This design comes from an exercise in tuning for small area and a short achievable clock period on the open sky130 flow, not from production work.
The RTL was checked by simulation tests, not by an equivalence proof against the original design.
No activity file was given, so power comes from the tool's default toggle rates.

==> run Z <==
==> flow/design.v <==
module alu(
    input  logic [63:0] a,
    input  logic [63:0] b,
    input  logic        sub,
    input  logic [1:0]  sh,
    output logic [63:0] result
);
    logic [63:0] bop;
    logic [64:0] sum;
    always_comb begin
        case (sh)
            2'd0:    bop = b;
            2'd1:    bop = {b[62:0], 1'b0};
            2'd2:    bop = {b[61:0], 2'b0};
            default: bop = {b[60:0], 3'b0};
        endcase
        if (sub)
            bop = ~b;
    end
    assign sum    = {a, 1'b1} + {bop, sub};
    assign result = sum[64:1];
endmodule
module control(
    input  logic [6:0] opcode,
    input  logic [2:0] funct3,
    input  logic [6:0] funct7,
    output logic       mem_read,
    output logic       mem_write,
    output logic       reg_write,
    output logic       sub,
    output logic [1:0] sh
);
    logic rtype;
    always_comb begin
        rtype     = (opcode == 7'b0110011);
        mem_read  = (opcode == 7'b0000011);
        mem_write = (opcode == 7'b0100011);
        reg_write = rtype | mem_read;
        sub       = rtype && ({funct7, funct3} == 10'b0100000_000);
        sh        = 2'd0;
        if (rtype && funct7 == 7'b0010000 && funct3[0] == 1'b0 && funct3 != 3'b000)
            sh = funct3[2:1] == 2'b01 ? 2'd1 : (funct3[2:1] == 2'b10 ? 2'd2 : 2'd3);
    end
endmodule
module regfile(
    input  logic        clk,
    input  logic        we,
    input  logic [4:0]  ra1, ra2, wa,
    input  logic [63:0] wd,
    output logic [63:0] rd1, rd2
);
    logic [31:1][63:0] regs;
    logic [31:1]       sel1, sel2, wsel;
    always_comb begin
        for (int r = 1; r < 32; r++) begin
            sel1[r] = (ra1 == r[4:0]);
            sel2[r] = (ra2 == r[4:0]);
            wsel[r] = we && (wa == r[4:0]);
        end
    end
    always_comb begin
        rd1 = '0;
        rd2 = '0;
        for (int r = 1; r < 32; r++) begin
            rd1 = rd1 | ({64{sel1[r]}} & regs[r]);
            rd2 = rd2 | ({64{sel2[r]}} & regs[r]);
        end
    end
    genvar g;
    generate
        for (g = 1; g < 32; g++) begin : gen_reg
            always_ff @(posedge clk) begin
                if (wsel[g])
                    regs[g] <= wd;
            end
        end
    endgenerate
endmodule
module rv64_core (
    input  logic        clk,
    input  logic        reset,
    output logic [63:0] imem_addr,
    input  logic [31:0] imem_rdata,
    output logic        dmem_we,
    output logic [63:0] dmem_addr,
    output logic [63:0] dmem_wdata,
    input  logic [63:0] dmem_rdata
);
    logic [63:0] pc;
    always_ff @(posedge clk or posedge reset) begin
        if (reset)
            pc <= 64'h80000000;
        else
            pc <= pc + 4;
    end
    assign imem_addr = pc;
    logic       mem_read, mem_write, reg_write, sub;
    logic [1:0] sh;
    control control_unit (
        .opcode(imem_rdata[6:0]),
        .funct3(imem_rdata[14:12]),
        .funct7(imem_rdata[31:25]),
        .mem_read(mem_read),
        .mem_write(mem_write),
        .reg_write(reg_write),
        .sub(sub),
        .sh(sh)
    );
    logic [63:0] rs1_data, rs2_data, alu_result, wb_data;
    assign wb_data = mem_read ? dmem_rdata : alu_result;
    regfile reg_file (
        .clk(clk),
        .we(reg_write),
        .ra1(imem_rdata[19:15]),
        .ra2(imem_rdata[24:20]),
        .wa(imem_rdata[11:7]),
        .wd(wb_data),
        .rd1(rs1_data),
        .rd2(rs2_data)
    );
    alu alu_unit (
        .a(rs1_data),
        .b(rs2_data),
        .sub(sub),
        .sh(sh),
        .result(alu_result)
    );
    assign dmem_we    = mem_write;
    assign dmem_addr  = alu_result;
    assign dmem_wdata = rs2_data;
endmodule
==> flow/run.sh <==
#!/bin/bash
# synth_recipe.tcl (not shown) runs the flow's synth.tcl, then flattens the netlist and writes it again
# the make line also repeats each setting of config.mk as NAME=value (left out here)
make -C /OpenROAD-flow-scripts/flow DESIGN_CONFIG=/design/flow/config.mk WORK_HOME=/design/flow/orfs CLKGATE_MAP_FILE= SYNTH_SCRIPT=/design/flow/synth_recipe.tcl finish
==> flow/config.mk <==
export PLATFORM = sky130hd
export DESIGN_NAME = rv64_core
export DESIGN_NICKNAME = rv64_core
export VERILOG_FILES = /design/flow/design.v
export SDC_FILE = /design/flow/constraint.sdc
export NUM_CORES = 4
export LEC_CHECK = 0
export CAP_MARGIN = 20
export CORE_MARGIN = 2
export CORE_UTILIZATION = 40
export SLEW_MARGIN = 20
==> flow/constraint.sdc <==
create_clock -name core_clock -period 15.0 [get_ports {clk}]
set_input_delay 3.0000 -clock core_clock [delete_from_list [all_inputs] [get_ports {clk}]]
set_output_delay 3.0000 -clock core_clock [all_outputs]
set_load 0.01 [all_outputs]
==> inputs of run Y, as changes to run Z <==
==> flow/design.v (replaced) <==
module alu(
    input  logic [63:0] a,
    input  logic [63:0] b,
    input  logic [3:0]  alu_op,
    output logic [63:0] result
);
    localparam ALU_ADD     = 4'b0000;
    localparam ALU_SUB     = 4'b0001;
    localparam ALU_SH1ADD  = 4'b0010;
    localparam ALU_SH2ADD  = 4'b0011;
    localparam ALU_SH3ADD  = 4'b0100;
    always_comb begin
        case(alu_op)
            ALU_ADD:     result = a + b;
            ALU_SUB:     result = a - b;
            ALU_SH1ADD:  result = a + (b << 1);
            ALU_SH2ADD:  result = a + (b << 2);
            ALU_SH3ADD:  result = a + (b << 3);
            default:     result = 0;
        endcase
    end
endmodule
module control(
    input  logic [6:0] opcode,
    input  logic [2:0] funct3,
    input  logic [6:0] funct7,
    output logic       mem_read,
    output logic       mem_write,
    output logic [3:0] alu_op
);
    localparam ALU_ADD     = 4'b0000;
    localparam ALU_SUB     = 4'b0001;
    localparam ALU_SH1ADD  = 4'b0010;
    localparam ALU_SH2ADD  = 4'b0011;
    localparam ALU_SH3ADD  = 4'b0100;
    always_comb begin
        mem_read  = 0;
        mem_write = 0;
        alu_op    = ALU_ADD;
        case (opcode)
            7'b0000011: mem_read = 1;         
            7'b0100011: mem_write = 1;        
            7'b0110011: begin                  
                case ({funct7, funct3})
                    10'b0000000000: alu_op = ALU_ADD;
                    10'b0100000000: alu_op = ALU_SUB;
                    10'b0010000010: alu_op = ALU_SH1ADD;
                    10'b0010000100: alu_op = ALU_SH2ADD;
                    10'b0010000110: alu_op = ALU_SH3ADD;
                    default: alu_op = ALU_ADD;
                endcase
            end
        endcase
    end
endmodule
module regfile(
    input  logic        clk,
    input  logic        we,
    input  logic [4:0]  ra1, ra2, wa,
    input  logic [63:0] wd,
    output logic [63:0] rd1, rd2
);
    logic [63:0] regs[31:0];
    assign rd1 = (ra1 == 5'd0) ? 64'd0 : regs[ra1];
    assign rd2 = (ra2 == 5'd0) ? 64'd0 : regs[ra2];
    always_ff @(posedge clk) begin
        if (we && wa != 0)
            regs[wa] <= wd;
    end
endmodule
module rv64_core (
    input  logic        clk,
    input  logic        reset,
    output logic [63:0] imem_addr,
    input  logic [31:0] imem_rdata,
    output logic        dmem_we,
    output logic [63:0] dmem_addr,
    output logic [63:0] dmem_wdata,
    input  logic [63:0] dmem_rdata
);
    logic [63:0] pc;
    always_ff @(posedge clk or posedge reset) begin
        if (reset) begin
            pc <= 64'h80000000;  
        end else begin
            pc <= pc + 4;  
        end
    end
    assign imem_addr = pc;
    logic [6:0] opcode;
    logic [2:0] funct3;
    logic [6:0] funct7;
    logic [4:0] rd_addr;
    logic [4:0] rs1_addr;
    logic [4:0] rs2_addr;
    assign opcode   = imem_rdata[6:0];
    assign funct3   = imem_rdata[14:12];
    assign funct7   = imem_rdata[31:25];
    assign rd_addr  = imem_rdata[11:7];
    assign rs1_addr = imem_rdata[19:15];
    assign rs2_addr = imem_rdata[24:20];
    logic       mem_read_ctrl;
    logic       mem_write_ctrl;
    logic [3:0] alu_op_ctrl;
    logic       reg_wr_en;
    assign reg_wr_en = (opcode == 7'b0110011) || mem_read_ctrl;
    control control_unit (
        .opcode(opcode),
        .funct3(funct3),
        .funct7(funct7),
        .mem_read(mem_read_ctrl),
        .mem_write(mem_write_ctrl),
        .alu_op(alu_op_ctrl)
    );
    logic [63:0] rs1_data;
    logic [63:0] rs2_data;
    logic [63:0] alu_result;
    logic [63:0] wb_data;
    assign wb_data = mem_read_ctrl ? dmem_rdata : alu_result;
    regfile reg_file (
        .clk(clk),
        .we(reg_wr_en),
        .ra1(rs1_addr),
        .ra2(rs2_addr),
        .wa(rd_addr),
        .wd(wb_data),     
        .rd1(rs1_data),
        .rd2(rs2_data)
    );
    alu alu_unit (
        .a(rs1_data),
        .b(rs2_data),
        .alu_op(alu_op_ctrl),
        .result(alu_result)
    );
    assign dmem_we    = mem_write_ctrl;
    assign dmem_addr  = alu_result;  
    assign dmem_wdata = rs2_data;    
endmodule
==> flow_metrics.env <==
export IMPL_synthMuxAreaShare=0.006481
export IMPL_setup_violations=1
export IMPL_violations="negative setup slack"
export IMPL_final_cell_mix="edfxtp_1, a22oi_1, nand2_1"
export IMPL_final_setup_worst_slack_ns=-0.03279
export IMPL_status="finished with violations"
export IMPL_p_per_area_nw_per_um2=149.1
export IMPL_synthAdderAreaFrac=0.008970
Source of the figures above: run Z

==> flow_metrics.env <==
export IMPL_final_cell_mix="edfxtp_1, mux4_2, buf_4"
export IMPL_synthAdderAreaFrac=0.02709
export IMPL_p_per_area_nw_per_um2=137.5
export IMPL_synthMuxAreaShare=0.2324
export IMPL_status="no timing/DRC/antenna violations"
export IMPL_final_setup_worst_slack_ns=0.4148
Source of the figures above: run Y


==> 03-27: inputs <==
rv64_core, a different RTL version from the one above (not shown whole).
==> flow/config.mk <==
export PLATFORM = sky130hd
export DESIGN_NAME = rv64_core
export DESIGN_NICKNAME = rv64_core
export VERILOG_FILES = /design/flow/design.v
export SDC_FILE = /design/flow/constraint.sdc
export NUM_CORES = 4
export LEC_CHECK = 0
export CAP_MARGIN = 20
export CORE_MARGIN = 2
export CORE_UTILIZATION = 40
export SETUP_SLACK_MARGIN = 5
export SLEW_MARGIN = 20
export SYNTH_HIERARCHICAL = 1
export TNS_END_PERCENT = 10
==> flow/constraint.sdc <==
create_clock -name core_clock -period 15.0 [get_ports {clk}]
set_input_delay 3.0000 -clock core_clock [delete_from_list [all_inputs] [get_ports {clk}]]
set_output_delay 3.0000 -clock core_clock [all_outputs]
set_load 0.01 [all_outputs]
run.sh (not shown) runs the stock make flow with config.mk's settings and CLKGATE_MAP_FILE= SYNTH_SCRIPT=/design/flow/synth_recipe.tcl, a recipe that flattens the netlist after the stock synthesis.
==> 02-22: changes against 03-27 <==
==> flow/flow/run.sh (new file) <==
#!/bin/bash
set -euo pipefail
export BUFFER_PORTS_ARGS="-buffer_cell sky130_fd_sc_hd__buf_2"
bash standard.sh > standard_flow.log 2>&1
==> flow/standard.sh (new file) <==
#!/bin/bash
# synth_recipe.tcl (not shown) runs the flow's synth.tcl, then flattens the netlist and writes it again
# the make line also repeats each setting of config.mk as NAME=value (left out here)
make -C /OpenROAD-flow-scripts/flow DESIGN_CONFIG=/design/flow/config.mk WORK_HOME=/design/flow/orfs CLKGATE_MAP_FILE= SYNTH_SCRIPT=/design/flow/synth_recipe.tcl "${@:-finish}"
CTS_CLUSTER_DIAMETER = 100   (was unset)
CTS_CLUSTER_SIZE = 30   (was unset)
SETUP_SLACK_MARGIN = 4.6   (was 5)
TNS_END_PERCENT = 5   (was 10)
removed: flow/run.sh
==> 03-03: changes against 03-27 <==
==> flow/flow/run.sh (new file) <==
#!/bin/bash
set -euo pipefail
export BUFFER_PORTS_ARGS="-buffer_cell sky130_fd_sc_hd__buf_2"
bash standard.sh > standard_flow.log 2>&1
==> flow/standard.sh (new file) <==
#!/bin/bash
# synth_recipe.tcl (not shown) runs the flow's synth.tcl, then flattens the netlist and writes it again
# the make line also repeats each setting of config.mk as NAME=value (left out here)
make -C /OpenROAD-flow-scripts/flow DESIGN_CONFIG=/design/flow/config.mk WORK_HOME=/design/flow/orfs CLKGATE_MAP_FILE= SYNTH_SCRIPT=/design/flow/synth_recipe.tcl "${@:-finish}"
removed: flow/run.sh
==> comparison <==
02-22 passed the timing, DRC and antenna checks. 03-03 finished clean. 03-27 passed the timing, DRC and antenna checks.
The highest critical path depth belongs to 03-03, the lowest to 02-22.
Wire length: 02-22 < 03-27 < 03-03.
In sequential cell count, 03-27 and 02-22 do not differ.
Die area is the same in 02-22 and 03-03.

==> exp/onyx <==
rv64_core again, from the RTL that the note above started with.
clock: 15.0 ns
lec_check: 0
cap_margin: 20
core_margin: 2
core_utilization: 40
cts_cluster_diameter: 80
cts_cluster_size: 24
setup_slack_margin: 5
slew_margin: 20
synth_hierarchical: 1
tns_end_percent: 10
standard.sh (not shown) runs the stock make flow with config.mk's settings and CLKGATE_MAP_FILE= SYNTH_SCRIPT=/design/flow/synth_recipe.tcl, a recipe that flattens the netlist after the stock synthesis.
==> flow/flow/run.sh <==
#!/bin/bash
set -euo pipefail
export BUFFER_PORTS_ARGS="-buffer_cell sky130_fd_sc_hd__buf_2"
bash standard.sh > standard_flow.log 2>&1
==> inputs of exp/cedar, as changes to exp/onyx <==
--- a/flow/config.mk
+++ b/flow/config.mk
@@ -9,6 +9,6 @@
 export CORE_MARGIN = 2
 export CORE_UTILIZATION = 40
-export CTS_CLUSTER_DIAMETER = 80
-export CTS_CLUSTER_SIZE = 24
+export CTS_CLUSTER_DIAMETER = 100
+export CTS_CLUSTER_SIZE = 30
 export SETUP_SLACK_MARGIN = 5
 export SLEW_MARGIN = 20
==> run summary <==
item                                                        exp/cedar     exp/onyx
Status                               no timing/DRC/antenna violations  no timing/DRC/antenna violations
Layout clock area frac                                          2.40%        3.09%
Total routed wire length on the met1 layer                  139000 um    139000 um
Relative contribution of sequential cells to total power        50.2%        48.8%
Area of the multi-input gates                             33500 sq um  33400 sq um
P_int                                                       0.00968 W    0.00995 W
Filler instances                                                18226        18108
Combinational cell power                                    0.00421 W    0.00423 W
GRT Util Overall                                                35.4%        35.4%
Ratio of final minimum period to clock period                   69.6%        69.6%
Vias after detailed routing                                     73250        73546
Combinational share of power                                    29.0%        28.3%
Number of vias per cell after detailed routing                   7.57         7.56
Buffer count from post-CTS setup fixing                           431          430
Worst-case headroom to the max-slew limit                       17.2%        18.0%
Routed length per instance                                    42.9 um      43.1 um
Leakage power                                                 35.1 nW      35.5 nW
Tmin final                                                   10.44 ns     10.43 ns

## what the ideal ports hide
No port has a modelled driver above. Below, the same layouts with a new extraction and two added sets of constraints.
Step 1: set_driving_cell puts a clkbuf_16 on clk and a buf_2 on each other input, an assumption about the parent block.
Step 2 moves the port delays by t, midway between the first and last clock arrival at a register: inputs arrive t later, outputs are due t later. That takes back most of the time a late clock gives input paths.
a / b / c = ideal / step 1 / step 2; a / b = the first two.
run	shift t [ns]	setup slack, ns	latest minus earliest clock arrival (ns)	slew at the worst register clock pin (ns)
run Z	1.002	-0.033 / -0.056 / -0.056	0.051 / 0.051	0.07 / 0.07
run Y	0.994	0.415 / 0.366 / 0.366	0.073 / 0.073	0.08 / 0.08
03-27	0.990	4.620 / 4.564 / 4.564	0.081 / 0.080	0.08 / 0.08
02-22	0.898	4.308 / 4.277 / 4.277	0.087 / 0.087	0.12 / 0.12
03-03	0.984	4.594 / 4.509 / 4.509	0.082 / 0.082	0.07 / 0.07
exp/onyx	0.924	4.566 / 4.479 / 4.479	0.092 / 0.091	0.10 / 0.10
exp/cedar	0.883	4.563 / 4.503 / 4.503	0.071 / 0.071	0.12 / 0.12
For exp/onyx, which loses most, drivers alone change the setup slack by -0.087 ns; drivers and shift together by -0.087 ns.
